This is an optimization exercise on Yosys and OpenROAD, whose aim is small area, a short achievable clock period and few clock cycles, not a production implementation. Only simulation tests tie the RTL to the original design; equivalence was not proved. The flow treats the clock pin as an ideal source, which a real chip does not have. Power figures rest on the tool's default switching activity, not on a simulated workload.

==> flow/design.v, too long to show whole: its modules and the start of the top module <==
// module macci: 892 lines
module macci(input  wire  clk,
             input  wire  clk_en,
             input  wire  reset,
             input  wire  [7:0]  n,
             input  wire  start,
             output reg   done,
             input  wire  [31:0] dataa,
             input  wire  [31:0] datab,
             output wire  [31:0] result);
  // ...
==> flow/flow/run.sh <==
#!/bin/bash
# The standard layout (standard.sh: the standard flow's synthesis and ORFS's steps, same
# constraints), with these changes to how it is made:
#  - after the standard synthesis, flow/polarity.py removes the inverters that
#    synthesis leaves around full adders (same function, same flip-flops) and
#    the netlist is read in again;
#  - the timing repair steps aim for MARGIN ns of setup slack beyond the
#    constraints instead of 0, so they size the logic for a shorter period;
#  - the port buffers are sky130_fd_sc_hd__buf_1 (every port still gets one);
#  - CTS adds no dummy loads;
#  - after CTS, flow/skew.tcl delays the clock of the internal registers
#    between the multiplier stage and the accumulator stage (ps, pc, dq) by a
#    few clock buffers, moving slack from the second stage to the first.  No
#    register that an input port feeds or that feeds an output port is moved.
# Logs: log_*.log here, and each ORFS step's own log under orfs/logs/.
set -euo pipefail
cd "$(dirname "$0")/.."
MARGIN=7.3
R=orfs/results/$FLOW_PLATFORM/macci/base
KNOBS=("SETUP_SLACK_MARGIN=$MARGIN"
       "BUFFER_PORTS_ARGS=-buffer_cell sky130_fd_sc_hd__buf_1"
       "CTS_ARGS=-sink_clustering_enable -repair_clock_nets -dont_use_dummy_load")
bash standard.sh synth > log_synth.log 2>&1
python3 flow/polarity.py $R/1_2_yosys.v $R/1_2_yosys.pol.v > log_polarity.log 2>&1
cp $R/1_2_yosys.v $R/1_2_yosys.std.v
mv $R/1_2_yosys.pol.v $R/1_2_yosys.v
rm -f $R/1_synth.odb $R/1_synth.sdc
bash standard.sh "${KNOBS[@]}" cts > log_cts.log 2>&1
cp $R/4_cts.odb $R/4_cts.noskew.odb
SKEW_IN=$R/4_cts.noskew.odb SKEW_OUT=$R/4_cts.odb \
  SKEW_BUFS="sky130_fd_sc_hd__clkbuf_1 sky130_fd_sc_hd__clkbuf_1 sky130_fd_sc_hd__clkbuf_1 sky130_fd_sc_hd__clkbuf_2 sky130_fd_sc_hd__clkbuf_8" \
  SKEW_REGS='^(ps|pc|dq)[^a-z]' openroad -exit -no_init flow/skew.tcl > log_skew.log 2>&1
bash standard.sh "${KNOBS[@]}" finish > log_layout.log 2>&1
==> flow/flow/polarity.py <==
#!/usr/bin/env python3
"""Inverter clean-up for a mapped sky130 netlist (Yosys write_verilog output).

Full adders are self-dual: FA(~a,~b,~c) = (~sum, ~cout); nand2 on
complemented inputs is the complement of nor2, a21oi of o21ai, and so on.
Synthesis leaves many inverters on full-adder pins; this script removes every
inverter that does not drive a port, then picks for each such cell whether to
build it (as itself or its dual) on complemented signals, and for each
xor2/xnor2 its output polarity (swapping xor2 <-> xnor2), to minimise the
area of the inverters still needed plus the area the swaps add, and adds one
inv_1 per signal that still needs its complement.
The function of the netlist is unchanged; flip-flops are not touched.

usage: polarity.py IN.v OUT.v
"""
import math
import random
import re
import sys

OUTPINS = {"X", "Y", "Q", "Q_N", "SUM", "COUT", "HI", "LO"}
LIB = "sky130_fd_sc_hd__"
ITERS = 1000000
LIBTXT = open("/OpenROAD-flow-scripts/flow/platforms/sky130hd/lib/sky130_fd_sc_hd__tt_025C_1v80.lib").read()

def main(inp, outp):
    src = open(inp).read()
    inst_re = re.compile(r"(?:\(\*[^)]*\*\)\s*)?(" + LIB + r"\w+)\s+(\\\S+\s|[\w$]+)\s*\((.*?)\);", re.S)
    insts = list(inst_re.finditer(src))
    header = src[: insts[0].start()]
    footer = src[insts[-1].end():]
    ports = set()
    m = re.search(r"module\s+\w+\s*\((.*?)\);", src, re.S)
    portnames = [p.strip() for p in m.group(1).split(",")]
    # every bit of an output port is a net whose driver must stay
    outs = set()
    for pm in re.finditer(r"output\s+(\[(\d+):(\d+)\]\s*)?(\w+)\s*;", header):
        if pm.group(1):
            hi, lo = int(pm.group(2)), int(pm.group(3))
            for i in range(min(hi, lo), max(hi, lo) + 1):
                outs.add(f"{pm.group(4)}[{i}]")
        else:
            outs.add(pm.group(4))
    cells = []
    for im in insts:
        typ, name, body = im.group(1), im.group(2).strip(), im.group(3)
        pins = [(p, n.strip()) for p, n in re.findall(r"\.(\w+)\(([^()]*)\)", body)]
        cells.append([typ, name, pins])
    kind = lambda t: t[len(LIB):].rsplit("_", 1)[0]
    driver = {}
    for ci, (typ, name, pins) in enumerate(cells):
        for p, n in pins:
            if p in OUTPINS:
                driver[n] = ci
    removable = set()
    for ci, (typ, name, pins) in enumerate(cells):
        if kind(typ) in ("inv", "clkinv"):
            y = dict(pins)["Y"]
            if y not in outs:
                removable.add(ci)

    def resolve(n):
        b = 0
        while n in driver and driver[n] in removable:
            n = dict(cells[driver[n]][2])["A"]
            b ^= 1
        return n, b

    # cells that can be rebuilt on complemented inputs, giving the complement:
    # kind -> (dual kind, pins that are not complemented)
    DUAL = {"fa": ("fa", ()), "maj3": ("maj3", ()), "buf": ("buf", ()),
            "mux2": ("mux2", ("S",)),
            "nand2": ("nor2", ()), "nor2": ("nand2", ()),
            "nand3": ("nor3", ()), "nor3": ("nand3", ()),
            "nand4": ("nor4", ()), "nor4": ("nand4", ()),
            "and2": ("or2", ()), "or2": ("and2", ()),
            "and3": ("or3", ()), "or3": ("and3", ()),
            "a21oi": ("o21ai", ()), "o21ai": ("a21oi", ()),
            "a22oi": ("o22ai", ()), "o22ai": ("a22oi", ()),
            "a21o": ("o21a", ()), "o21a": ("a21o", ()),
            "a22o": ("o22a", ()), "o22a": ("a22o", ()),
            "a211oi": ("o211ai", ()), "o211ai": ("a211oi", ()),
            "a31oi": ("o31ai", ()), "o31ai": ("a31oi", ()),
            "a32oi": ("o32ai", ()), "o32ai": ("a32oi", ()),
            "a221oi": ("o221ai", ()), "o221ai": ("a221oi", ())}
    area = {m.group(1): float(m.group(2)) for m in re.finditer(
        r'cell \("?' + LIB + r'(\w+)"?\)\s*\{.*?area\s*:\s*([0-9.]+)', LIBTXT, re.S)}
    def dual_type(typ):
        k = kind(typ)
        if k not in DUAL:
            return None
        size = typ.rsplit("_", 1)[1]
        d = f"{DUAL[k][0]}_{size}"
        if d not in area:
            return None
        return LIB + d
    FA = {ci for ci, c in enumerate(cells) if dual_type(c[0]) and kind(c[0]) not in ("buf",)}
    darea = {ci: area[dual_type(cells[ci][0])[len(LIB):]] - area[cells[ci][0][len(LIB):]] for ci in FA}
    fixedpins = {ci: DUAL[kind(cells[ci][0])][1] for ci in FA}
    XO = {ci for ci, c in enumerate(cells) if kind(c[0]) in ("xor2", "xnor2")}
    # consumers: (cell, pin, root, b); xor inputs never need an inverter
    cons = []
    for ci, (typ, name, pins) in enumerate(cells):
        if ci in removable:
            continue
        for p, n in pins:
            if p in OUTPINS:
                continue
            r, b = resolve(n)
            cons.append((ci, p, r, b))
    var = {ci: 0 for ci in FA | XO}
    rootcons = {}
    for k, (ci, p, r, b) in enumerate(cons):
        rootcons.setdefault(r, []).append(k)
    incons = {}
    for k, (ci, p, r, b) in enumerate(cons):
        incons.setdefault(ci, []).append(k)
    drives = {}
    for n, ci in driver.items():
        drives.setdefault(ci, []).append(n)

    def phase(r):
        ci = driver.get(r)
        return var.get(ci, 0) if ci is not None else 0

    def needs(k):
        ci, p, r, b = cons[k]
        if ci in XO:
            return 0
        return b ^ (var[ci] if ci in FA and p not in fixedpins[ci] else 0) ^ phase(r)

    cnt = {r: sum(needs(k) for k in ks) for r, ks in rootcons.items()}
    INV = 3.7536
    cost = INV * sum(1 for v in cnt.values() if v)
    start = cost

    def affected(ci):
        ks = set()
        for n in drives.get(ci, []):
            ks.update(rootcons.get(n, []))
        if ci in FA:
            ks.update(k for k in incons.get(ci, []) if cons[k][1] not in fixedpins[ci])
        return ks

    def flip(ci):
        nonlocal cost
        ks = affected(ci)
        roots = {cons[k][2] for k in ks}
        before = sum(1 for r in roots if cnt[r])
        for k in ks:
            cnt[cons[k][2]] -= needs(k)
        var[ci] ^= 1
        for k in ks:
            cnt[cons[k][2]] += needs(k)
        after = sum(1 for r in roots if cnt[r])
        d = INV * (after - before)
        if ci in darea:
            d += darea[ci] if var[ci] else -darea[ci]
        cost += d
        return d

    rng = random.Random(1)
    order = sorted(var)
    # simulated annealing over the flips, then a greedy pass
    temp = 2.0
    decay = (0.05 / 2.0) ** (1.0 / ITERS)
    for it in range(ITERS):
        ci = order[rng.randrange(len(order))]
        d = flip(ci)
        if d > 0 and rng.random() >= math.exp(-d / (INV * temp)):
            flip(ci)
        temp *= decay
    improved = True
    while improved:
        improved = False
        rng.shuffle(order)
        for ci in order:
            d = flip(ci)
            if d < -1e-9:
                improved = True
            elif d > 1e-9 or rng.random() < 0.5:
                flip(ci)
    ninv = sum(1 for v in cnt.values() if v)
    sys.stderr.write(f"inverters: {len(removable)} removed, {ninv} added; "
                     f"{sum(var[c] for c in FA)} of {len(FA)} cells rebuilt on complemented inputs; "
                     f"area change {cost - INV * len(removable) + 0.0:.1f} um2 (before: {start - INV * len(removable):.1f})\n")

    # rebuild
    invnet = {}
    body = []
    def lit(r, want_inv):
        if not want_inv:
            return r
        if r not in invnet:
            invnet[r] = f"_pol{len(invnet)}_"
        return invnet[r]
    def fmt(n):
        return n + " " if n.startswith("\\") else n
    newdecl = []
    for ci, (typ, name, pins) in enumerate(cells):
        if ci in removable:
            continue
        conn = []
        if ci in XO:
            ins = [(p, n) for p, n in pins if p not in OUTPINS]
            outn = [n for p, n in pins if p in OUTPINS][0]
            x = 1 if kind(typ) == "xnor2" else 0
            for p, n in ins:
                r, b = resolve(n)
                x ^= b ^ phase(r)
                conn.append((p, r))
            x ^= var[ci]
            size = typ.rsplit("_", 1)[1]
            typ = f"{LIB}{'xnor2' if x else 'xor2'}_{size}"
            conn.append(("Y" if x else "X", outn))
        else:
            for p, n in pins:
                if p in OUTPINS:
                    conn.append((p, n))
                else:
                    r, b = resolve(n)
                    inv = b ^ (var[ci] if ci in FA and p not in fixedpins[ci] else 0) ^ phase(r)
                    conn.append((p, lit(r, inv)))
            if ci in FA and var[ci]:
                typ = dual_type(typ)
        body.append(f"  {typ} {fmt(name)} (\n" + ",\n".join(f"    .{p}({fmt(n)})" for p, n in conn) + "\n  );\n")
    for r, y in invnet.items():
        body.append(f"  {LIB}inv_1 {y}inst (\n    .A({fmt(r)}),\n    .Y({y})\n  );\n")
    decl = "".join(f"  wire {y};\n" for y in invnet.values())
    open(outp, "w").write(header + decl + "".join(body) + footer)

if __name__ == "__main__":
    main(sys.argv[1], sys.argv[2])
==> flow/flow/skew.tcl <==
# Delays the clock of the registers between stage 1 and stage 2 (ps, pc, dq):
# for each clock-tree leaf net that drives some of them, a short chain of
# clock buffers is put between that net and those registers' clock pins.
# This is skew between internal register stages only: every path it helps or
# hurts starts and ends at a register of the design.
# env: SKEW_IN, SKEW_OUT (odb), SKEW_BUFS (buffer masters, first to last),
#      SKEW_REGS (regexp of register instance names)
read_db $::env(SKEW_IN)
set db [ord::get_db]
set block [ord::get_db_block]
set bufs $::env(SKEW_BUFS)
set re $::env(SKEW_REGS)
array set groups {}
foreach inst [$block getInsts] {
  if {![regexp $re [$inst getName]]} { continue }
  set ck [$inst findITerm CLK]
  if {$ck == "NULL"} { continue }
  set net [$ck getNet]
  lappend groups([$net getName]) $ck
}
set k 0
foreach netname [lsort [array names groups]] {
  set sinks $groups($netname)
  set sx 0; set sy 0
  foreach ck $sinks {
    set b [[$ck getInst] getBBox]
    set sx [expr {$sx + ([$b xMin] + [$b xMax]) / 2}]
    set sy [expr {$sy + ([$b yMin] + [$b yMax]) / 2}]
  }
  set cx [expr {$sx / [llength $sinks]}]
  set cy [expr {$sy / [llength $sinks]}]
  set drv [$block findNet $netname]
  set i 0
  foreach m $bufs {
    set master [$db findMaster $m]
    set inst [odb::dbInst_create $block $master "skewbuf_${k}_$i"]
    $inst setLocation $cx $cy
    $inst setPlacementStatus PLACED
    set out [odb::dbNet_create $block "skewnet_${k}_$i"]
    $out setSigType CLOCK
    [$inst findITerm A] connect $drv
    [$inst findITerm X] connect $out
    set drv $out
    incr i
  }
  foreach ck $sinks {
    $ck disconnect
    $ck connect $drv
  }
  puts "skew: [llength $sinks] registers on $netname behind $i buffers"
  incr k
}
detailed_placement
check_placement -verbose
write_db $::env(SKEW_OUT)
==> flow/standard.sh <==
#!/bin/bash
# synth_recipe.tcl (not shown) runs the flow's synth.tcl, then flattens the netlist and writes it again
# the make line also repeats each setting of config.mk as NAME=value (left out here)
make -C /OpenROAD-flow-scripts/flow DESIGN_CONFIG=/design/flow/config.mk WORK_HOME=/design/flow/orfs CLKGATE_MAP_FILE= SYNTH_SCRIPT=/design/flow/synth_recipe.tcl "${@:-finish}"
==> flow/config.mk <==
export PLATFORM = sky130hd
export DESIGN_NAME = macci
export DESIGN_NICKNAME = macci
export VERILOG_FILES = /design/flow/design.v
export SDC_FILE = /design/flow/constraint.sdc
export NUM_CORES = 4
export LEC_CHECK = 0
export ABC_AREA = 1
export CAP_MARGIN = 20
export CORE_MARGIN = 2
export CORE_UTILIZATION = 65
export SLEW_MARGIN = 20
==> flow/constraint.sdc <==
create_clock -name core_clock -period 11.0 [get_ports {clk}]
set_input_delay 2.2000 -clock core_clock [delete_from_list [all_inputs] [get_ports {clk}]]
set_output_delay 2.2000 -clock core_clock [all_outputs]
set_load 0.01 [all_outputs]
==> results.sh, run 1 <==
export IMPL_p_clk_share_pct=13.2
export IMPL_gr_usage_met2_pct=59.1
export IMPL_fp_coreArea_sq_um=26000
export IMPL_status="no timing/DRC/antenna violations"
export IMPL_final_common_cell="o22ai_1"
export IMPL_grt_pass1_vias=14900
export IMPL_gr_usage_met1_pct=45.7
export IMPL_comb_multi_input_count=1396
export IMPL_ant_nets=0
export IMPL_dp_cells=2161
export IMPL_fin_cells=2260
export IMPL_fin_skew_ns=0.605
export IMPL_tightest_slew_ns=0.708
export IMPL_seqPwrFrac_pct=18.6
export IMPL_power_density_nw_per_um2=313
export IMPL_min_period_ns=3.50
export IMPL_hp_class="register to register"
export IMPL_wire_per_inst_microns=21.8
export IMPL_path_cells="clkinvlp_4 -> nand2_1 -> inv_1 -> fa_1 -> ha_1 -> a21oi_1 -> o21ai_0 -> a21oi_1 -> nand3_1 -> a21oi_1 -> xnor2_1"
export IMPL_cp_depth=11
export IMPL_slew_headroom_pct=52.7
export IMPL_yosys_warnings=1
export IMPL_largest_class="multi-input gates"
export IMPL_path_delay_family="compound AO/OA/AOI/OAI gates"
export IMPL_sh_seq_area_pct=22.8
export IMPL_hpwlAfterDp_microns=34100
export IMPL_clkSlewWorstSetupHoldPaths_ns=0.07
export IMPL_die_area_sq_um=27700
export IMPL_placed_area_sq_um=17600
export IMPL_cts_sinks=186
export IMPL_cts_setup_buffers=18
export IMPL_hp_start="neg[12]"
export IMPL_grt_usage_pct=36.8
export IMPL_drc=0
export IMPL_setup_worst_path_start="clr1"
export IMPL_hold_viol=0
export IMPL_critPathMaxStageDelay_ns=0.56
export IMPL_num_nonclk_buffers=212
export IMPL_combPwrFrac_pct=68.2
Testbench counts, summed over its fixed seeds: cycles 5,395.
==> run 2: changes to the inputs <==
--- a/flow/design.v
+++ b/flow/design.v
@@ -23,48 +23,32 @@
   begin
-    neg[0] <= datab[1];
     onen[0] <= ~(datab[0] ^ 1'b0);
     twon[0] <= ~((datab[1] & ~datab[0] & ~1'b0) | (~datab[1] & datab[0] & 1'b0));
-    neg[1] <= datab[3];
     onen[1] <= ~(datab[2] ^ datab[1]);
     twon[1] <= ~((datab[3] & ~datab[2] & ~datab[1]) | (~datab[3] & datab[2] & datab[1]));
-    neg[2] <= datab[5];
     onen[2] <= ~(datab[4] ^ datab[3]);
     twon[2] <= ~((datab[5] & ~datab[4] & ~datab[3]) | (~datab[5] & datab[4] & datab[3]));
-    neg[3] <= datab[7];
     onen[3] <= ~(datab[6] ^ datab[5]);
     twon[3] <= ~((datab[7] & ~datab[6] & ~datab[5]) | (~datab[7] & datab[6] & datab[5]));
-    neg[4] <= datab[9];
     onen[4] <= ~(datab[8] ^ datab[7]);
     twon[4] <= ~((datab[9] & ~datab[8] & ~datab[7]) | (~datab[9] & datab[8] & datab[7]));
-    neg[5] <= datab[11];
     onen[5] <= ~(datab[10] ^ datab[9]);
     twon[5] <= ~((datab[11] & ~datab[10] & ~datab[9]) | (~datab[11] & datab[10] & datab[9]));
-    neg[6] <= datab[13];
     onen[6] <= ~(datab[12] ^ datab[11]);
     twon[6] <= ~((datab[13] & ~datab[12] & ~datab[11]) | (~datab[13] & datab[12] & datab[11]));
-    neg[7] <= datab[15];
     onen[7] <= ~(datab[14] ^ datab[13]);
     twon[7] <= ~((datab[15] & ~datab[14] & ~datab[13]) | (~datab[15] & datab[14] & datab[13]));
-    neg[8] <= datab[17];
     onen[8] <= ~(datab[16] ^ datab[15]);
     twon[8] <= ~((datab[17] & ~datab[16] & ~datab[15]) | (~datab[17] & datab[16] & datab[15]));
-    neg[9] <= datab[19];
     onen[9] <= ~(datab[18] ^ datab[17]);
     twon[9] <= ~((datab[19] & ~datab[18] & ~datab[17]) | (~datab[19] & datab[18] & datab[17]));
-    neg[10] <= datab[21];
     onen[10] <= ~(datab[20] ^ datab[19]);
     twon[10] <= ~((datab[21] & ~datab[20] & ~datab[19]) | (~datab[21] & datab[20] & datab[19]));
-    neg[11] <= datab[23];
     onen[11] <= ~(datab[22] ^ datab[21]);
     twon[11] <= ~((datab[23] & ~datab[22] & ~datab[21]) | (~datab[23] & datab[22] & datab[21]));
-    neg[12] <= datab[25];
     onen[12] <= ~(datab[24] ^ datab[23]);
     twon[12] <= ~((datab[25] & ~datab[24] & ~datab[23]) | (~datab[25] & datab[24] & datab[23]));
-    neg[13] <= datab[27];
     onen[13] <= ~(datab[26] ^ datab[25]);
     twon[13] <= ~((datab[27] & ~datab[26] & ~datab[25]) | (~datab[27] & datab[26] & datab[25]));
-    neg[14] <= datab[29];
     onen[14] <= ~(datab[28] ^ datab[27]);
     twon[14] <= ~((datab[29] & ~datab[28] & ~datab[27]) | (~datab[29] & datab[28] & datab[27]));
-    neg[15] <= datab[31];
     onen[15] <= ~(datab[30] ^ datab[29]);
@@ -72,2 +56,7 @@
   end
+  always @(posedge clk or posedge reset)
+    if (reset)
+      neg <= 16'h0;
+    else
+      neg <= {datab[31], datab[29], datab[27], datab[25], datab[23], datab[21], datab[19], datab[17], datab[15], datab[13], datab[11], datab[9], datab[7], datab[5], datab[3], datab[1]};
   assign pp0_0 = ~((onen[0] | arn[0]) & (twon[0] | 1'b1)) ^ neg[0];
@@ -866,4 +855,2 @@
   assign c2 = {t265s, t264s, t263s, t262s, t261s, t260s, t259s, t258s, t257s, t256s, t255s, t254s, t253s, t252s, t251s, t250s, t249s, t248s, t247s, t246s, t245s, t244s, t243s, t242s, t241s, t240s, t239s, t238s, t237s, t236s, t235s, accg[0]};
-  always @(posedge clk)
-    arn <= (go & n[0]) ? ~dataa : 32'hffffffff;
   always @(posedge clk or posedge reset)
@@ -871,2 +858,3 @@
     if (reset) begin
+      arn  <= 32'hffffffff;
       clr0 <= 1'b0;
@@ -880,2 +868,3 @@
     end else begin
+      arn <= (go & n[0]) ? ~dataa : 32'hffffffff;
       clr0 <= go & n[1];
--- a/flow/flow/run.sh
+++ b/flow/flow/run.sh
@@ -30,3 +30,3 @@
 SKEW_IN=$R/4_cts.noskew.odb SKEW_OUT=$R/4_cts.odb \
-  SKEW_BUFS="sky130_fd_sc_hd__clkbuf_1 sky130_fd_sc_hd__clkbuf_1 sky130_fd_sc_hd__clkbuf_1 sky130_fd_sc_hd__clkbuf_2 sky130_fd_sc_hd__clkbuf_8" \
+  SKEW_BUFS="sky130_fd_sc_hd__clkbuf_1 sky130_fd_sc_hd__clkbuf_1 sky130_fd_sc_hd__clkbuf_2 sky130_fd_sc_hd__clkbuf_8" \
   SKEW_REGS='^(ps|pc|dq)[^a-z]' openroad -exit -no_init flow/skew.tcl > log_skew.log 2>&1
==> run 2 against run 1 <==
Effect of this change: fmax shrank 1.3%; via count increased by 2.3%; setup slack worse by 0.048 ns; non-clock buffer count increased by 25; first-iteration DRC count rose by 19%; synthesized area rose by 2.2%; largest power group unchanged; global-route usage increased by 1.3 points.
==> results.sh, run 2 <==
export IMPL_status="no timing/DRC/antenna violations"
export IMPL_path_max_fanout=12
export IMPL_cts_sinks=186
export IMPL_h_tree_depth=4
export IMPL_grt_setup_unrepaired="false"
export IMPL_slew_viol_final=0
export IMPL_max_freq_ghz=0.282
export IMPL_first_pass_iters=7
export IMPL_antennaDiodeCount=0
export IMPL_cp_required_ns=11.31
export IMPL_highest_layer="met5"
export IMPL_top_regs="acc: 32 flops, arn: 32 flops, ps: 32 flops"
export IMPL_final_common_cell="o22ai_1"
export IMPL_drive_gt1_share_pct=12.4
export IMPL_finalSetupTns_ns=0
export IMPL_reg2reg_slack_ns=7.45
export IMPL_yosys_warnings=1
export IMPL_die_width_microns=168
export IMPL_cts_tree="built"
export IMPL_power_density_nw_per_um2=304
export IMPL_crit_type="register to register"
export IMPL_fp_coreArea_sq_um=26700
export IMPL_drtIter0Drc=1754
export IMPL_p_leak_nw=8.54
export IMPL_hpwlAfterDp_microns=34900
export IMPL_tightest_slew_ns=0.786
export IMPL_syn_inst=1825
export IMPL_clkSlewWorstSetupHoldPaths_ns=0.08
export IMPL_met3_wirelength_microns=5090
export IMPL_die_area_sq_um=28300
export IMPL_clk_latency_ns=0.92
export IMPL_root_buffer="clkbuf_16"
export IMPL_slew_headroom_pct=47.6
export IMPL_grt_pass1_vias=15500
export IMPL_die_h_microns=168
export IMPL_start_util_pct=65.7
export IMPL_vdd_drop_max_uv=172
export IMPL_gp_congestion=0.938
export IMPL_worstPathArrival_ns=3.86
export IMPL_num_vias=14500
export IMPL_post_route_util_pct=73.6
export IMPL_wl_met2_microns=23900
export IMPL_placed_area_sq_um=17900
export IMPL_grt_overflow=0
export IMPL_syn_to_final_growth_pct=12.0
export IMPL_drt_vias_per_instance=6.33
export IMPL_ant_nets=0
export IMPL_grt_usage_pct=38.1
export IMPL_hold_slack_ns=0.325
export IMPL_startpoint_type="register"
export IMPL_io_buffers=102
export IMPL_cts_buffer_depth=2
export IMPL_setup_viol=0
export IMPL_cts_made_buffers=17
export IMPL_met1_length_microns=18700
export IMPL_min_period_ns=3.55
export IMPL_avgSynthCellArea_sq_um=9.61
export IMPL_total_power_mw=5.97
export IMPL_routed_wl_microns=51900
export IMPL_fin_area_sq_um=19700
export IMPL_cap_violations=0
export IMPL_nNetsFinal=2316
export IMPL_num_rows=60
export IMPL_grt_max_degree=65
export IMPL_grt_pass1_wl_microns=81900
export IMPL_grt_antenna_before_repair=1
export IMPL_final_period_utilization_pct=32.2
export IMPL_hold_viol=0
export IMPL_hp_class="register to register"
export IMPL_wire_per_inst_microns=22.6
export IMPL_end_kind="register"
export IMPL_syn_num_nets=2189
export IMPL_fin_skew_ns=0.517
export IMPL_drc=0
export IMPL_layout_common_cells="o22ai_1 (243), xor2_1 (220), fa_1 (203), nand2_1 (199), nor2_1 (149)"
export IMPL_ioPinCount=109
export IMPL_synth_area_sq_um=17500
==> run 2: cell count changes in the layout (fill, tap and decap cells not counted), moves of 11 or more <==
cell	before	now
buf_4	32	59
buf_6	4	16
clkbuf_1	36	22
dfstp_2	0	16
dfstp_4	0	16
dfxtp_1	52	21
dfxtp_2	20	7
fa_1	220	203
fa_2	3	20
nand2_1	222	199
nand3_1	32	43
==> run 2: repair_timing <==
| item | in CTS | in global routing |
|---|---|---|
| setup buffers | 63 | 5 |
| gates cloned | 2 | 0 |
| resized for setup | 96 | 9 |
| pin swaps | 19 | 2 |
| hold buffers | 0 | 0 |
| setup endpoints to repair | 44 | 1 |
==> run 2: metrics by stage <==
| step | std cells | setup slack (ns) |
|---|---|---|
| final | 2291 | 7.45 |
| after global routing | 2291 | 7.31 |
| after CTS | 2242 | 7.14 |
| after detailed placement | 2160 | 6.59 |
| after global placement | 2160 | 6.64 |
| after floorplan | 1825 | 6.88 |
==> run 2: layout make-up <==
cell class              instances  area, sq um
multi-input cells            1390        12100
fillers                      1928         7070
flip-flops and latches        186         4630
repair buffers                193         1320
inverters                     119          477
well taps                     341          427
clock buffers                  17          425
plain buffers                  44          289
repair inverters                1         7.51
==> run 2: final timing paths <==
path | startpoint | end | cells past startpoint
max in group asynchronous | reset | neg[5] | 3
worst min-delay path | neg[1] | pc[2] | 2
min in group asynchronous | reset | dq[6] | 2
worst max-delay path | clr1 | acc[22] | 11
worst max register to register | clr1 | acc[22] | 11
worst min register to register | neg[1] | pc[2] | 2
==> run 2: power by group <==
group	switching [mW]	internal, mW	leakage, nW
sequential	0.159	0.953	2.03
combinational	2.52	1.60	6.14
clock	0.322	0.414	0.360
total	3.00	2.97	8.54
==> run 2: metal layers <==
metal,global-route usage [%],up-vias
li1,-,6286
met5,0,-
met1,46.4,6949
met4,28.4,2
met2,60.6,984
met3,7.31,290
==> run 2: critical path, stage by stage (launching register included) <==
cell and delay (ns):
dfrtp_2 0.61, clkinvlp_4 0.41, nand2_1 0.19, inv_1 0.07
fa_1 0.37, ha_1 0.37, a21oi_1 0.23, a21boi_0 0.60
nand2_1 0.11, a21oi_1 0.14, nand2_1 0.16, xor2_1 0.18
Testbench counts of run 2, summed over its fixed seeds: cycles 5,395.
==> run 3: changes to the inputs <==
--- a/flow/flow/run.sh
+++ b/flow/flow/run.sh
@@ -17,3 +17,3 @@
 cd "$(dirname "$0")/.."
-MARGIN=7.3
+MARGIN=7.4
 R=orfs/results/$FLOW_PLATFORM/macci/base
==> run 3 against run 2 <==
Effect of this change: still clean on timing, DRC and antenna; final area up 2.9%; via count up 2.1%; clock skew down 0.040 ns; first-iteration DRC count down 1.3%; largest cell class unchanged.
==> results.sh, run 3 <==
export IMPL_status="no timing/DRC/antenna violations"
export IMPL_hp_class="register to register"
export IMPL_drtIter0Drc=1731
export IMPL_start_util_pct=65.7
export IMPL_worstReg2RegEnd="pc[28]"
export IMPL_gp_congestion=0.939
export IMPL_fp_coreArea_sq_um=26700
export IMPL_setup_worst_path_start="arn[3]"
export IMPL_min_path_cells=0
export IMPL_final_period_utilization_pct=31.4
export IMPL_routed_wl_microns=54100
export IMPL_ant_nets=0
export IMPL_setup_ws_ns=7.54
export IMPL_timing_rr_start="arn[3]"
export IMPL_fin_skew_ns=0.477
export IMPL_layout_common_cells="o22ai_1 (239), xor2_1 (220), nand2_1 (198), fa_1 (179), nor2_1 (149)"
export IMPL_clkSlewWorstSetupHoldPaths_ns=0.07
export IMPL_cp_required_ns=11.69
export IMPL_drive_gt1_share_pct=15.8
export IMPL_h_tree_depth=4
export IMPL_hold_path_end="dq[0]"
export IMPL_num_rows=60
export IMPL_cts_buffer_depth=2
export IMPL_root_buffer="clkbuf_16"
export IMPL_final_common_cell="o22ai_1"
export IMPL_syn_inst=1825
export IMPL_path_max_fanout=16
export IMPL_crit_type="register to register"
export IMPL_startpoint_type="register"
export IMPL_first_pass_iters=6
export IMPL_p_leak_nw=8.80
export IMPL_cts_tree="built"
export IMPL_min_period_ns=3.46
export IMPL_setup_viol=0
export IMPL_die_h_microns=168
export IMPL_slew_headroom_pct=43.7
export IMPL_grt_pass1_wl_microns=84600
export IMPL_drt_vias_per_instance=6.37
export IMPL_ioPinCount=109
export IMPL_grt_usage_pct=39.7
export IMPL_wire_per_inst_microns=23.3
export IMPL_n_fill_cell=1828
export IMPL_grt_overflow=0
export IMPL_cts_made_buffers=17
export IMPL_drc=0
export IMPL_slew_viol_final=0
export IMPL_end_kind="register"
export IMPL_io_buffers=102
export IMPL_avgSynthCellArea_sq_um=9.61
export IMPL_max_freq_ghz=0.289
export IMPL_syn_num_nets=2189
export IMPL_synth_area_sq_um=17500
export IMPL_tightest_slew_ns=0.844
export IMPL_grt_max_degree=70
export IMPL_nNetsFinal=2352
export IMPL_grt_antenna_before_repair=0
export IMPL_hpwlAfterDp_microns=34800
export IMPL_die_width_microns=168
export IMPL_top_regs="acc: 32 flops, arn: 32 flops, ps: 32 flops"
export IMPL_grt_pass1_vias=15800
export IMPL_vdd_drop_max_uv=175
export IMPL_worst_r2r_cell_count=7
export IMPL_die_area_sq_um=28300
export IMPL_finalSetupTns_ns=0
export IMPL_grt_setup_unrepaired="false"
export IMPL_yosys_warnings=1
export IMPL_hold_viol=0
export IMPL_place_ws_ns=6.60
export IMPL_power_density_nw_per_um2=300
export IMPL_hp_start="neg[12]"
export IMPL_hold_slack_ns=0.299
export IMPL_syn_to_final_growth_pct=15.3
export IMPL_num_vias=14800
export IMPL_reg2reg_slack_ns=7.54
export IMPL_clk_latency_ns=0.87
export IMPL_antennaDiodeCount=0
export IMPL_cts_sinks=186
export IMPL_total_power_mw=6.07
export IMPL_cap_violations=0
export IMPL_worstPathArrival_ns=4.15
-- run 3: worst max-delay path: stages, from the launching register on --
cell and delay, ns:
dfstp_4 0.80, o22ai_1 0.15, xor2_1 0.19, fa_1 0.45
fa_2 0.45, fa_2 0.49, fa_2 0.66, fa_1 0.48
-- run 3: cell type report --
type	count	area, sq um	area share, %
multi-input combinational	1390	12200	60.3
sequential	186	4630	22.9
timing repair buffer	225	1740	8.61
inverter	119	477	2.36
tap	341	427	2.11
clock buffer	17	425	2.10
buffer	48	315	1.56
timing repair inverter	1	7.51	0.0371
-- run 3: timing repair --
item / 4_1_cts / 5_1_grt
cloned: 6 / 0
hold buffers: 0 / 0
pin swaps: 67 / 0
buffers inserted: 95 / 1
gates resized for setup: 162 / 3
setup endpoints to repair: 45 / 7
-- run 3: stage by stage --
step | instances | instance area, sq um | util (%)
final | 2327 | 20200 | 75.7
after detailed placement | 2160 | 17900 | 67.1
after global routing | 2327 | 20200 | 75.7
after floorplan | 1825 | 17700 | -
after CTS | 2278 | 19900 | 74.4
after global placement | 2160 | 17900 | 67.1
-- run 3: how the worst max path moves through the flow --
stage	to	slack [ns]	cells past startpoint
6_report	pc[28]	7.54	7
5_1_grt	pc[31]	7.43	19
4_1_cts	pc[27]	7.30	8
3_5_place_dp	pc[29]	6.60	7
3_3_place_gp	pc[22]	6.65	7
2_1_floorplan	acc[0]	6.88	1
-- run 3: power by group --
| group | switching (mW) | internal [mW] |
|---|---|---|
| clock | 0.325 | 0.427 |
| combinational | 2.57 | 1.64 |
| sequential | 0.157 | 0.953 |
-- run 3: per-layer routing --
layer | GRT usage, % | vias to the layer above | part of all wire [%]
met4 | 28.6 | 0 | 8.4
met2 | 64.5 | 1033 | 46
met5 | 0 | - | 0
met3 | 8.04 | 328 | 10
met1 | 47.4 | 7104 | 35
li1 | - | 6356 | -

==> re-timing with driven ports <==
In the flow no input, the clock included, has a driving cell. The finished layouts below were timed again as built, in two steps. Step 1 sets driving cells, clkbuf_16 on the clock port and buf_2 on the other inputs (assumed; they add their load-dependent delay and slew). Step 2, shift: input delay + t, output delay - t, t = (earliest + latest rising clock arrival at the registers) / 2. This alone moves slack from input paths to output paths. Slacks: no drivers / after step 1 / after step 2; pairs: no drivers / after step 1.
run | t, ns | setup slack, ns | hold slack, ns | clock arrival spread, ns | cell pins on the clock port's net
run 1 | 0.761 | 7.500 / 7.500 / 7.500 | 0.196 / 0.196 / 0.196 | 0.617 / 0.616 | 1
run 2 | 0.720 | 7.453 / 7.453 / 7.188 | 0.325 / 0.325 / 0.325 | 0.516 / 0.516 | 1
run 3 | 0.688 | 7.544 / 7.544 / 7.274 | 0.299 / 0.299 / 0.299 | 0.477 / 0.476 | 1
In every run listed the clock reaches the registers at very different times; t lies between them, and the last value is a rough guide only. The setup slack of run 3, which loses most, moves by 0.000 ns with the drivers and by -0.270 ns with both steps. The worst setup slack also covers recovery checks on asynchronous resets.
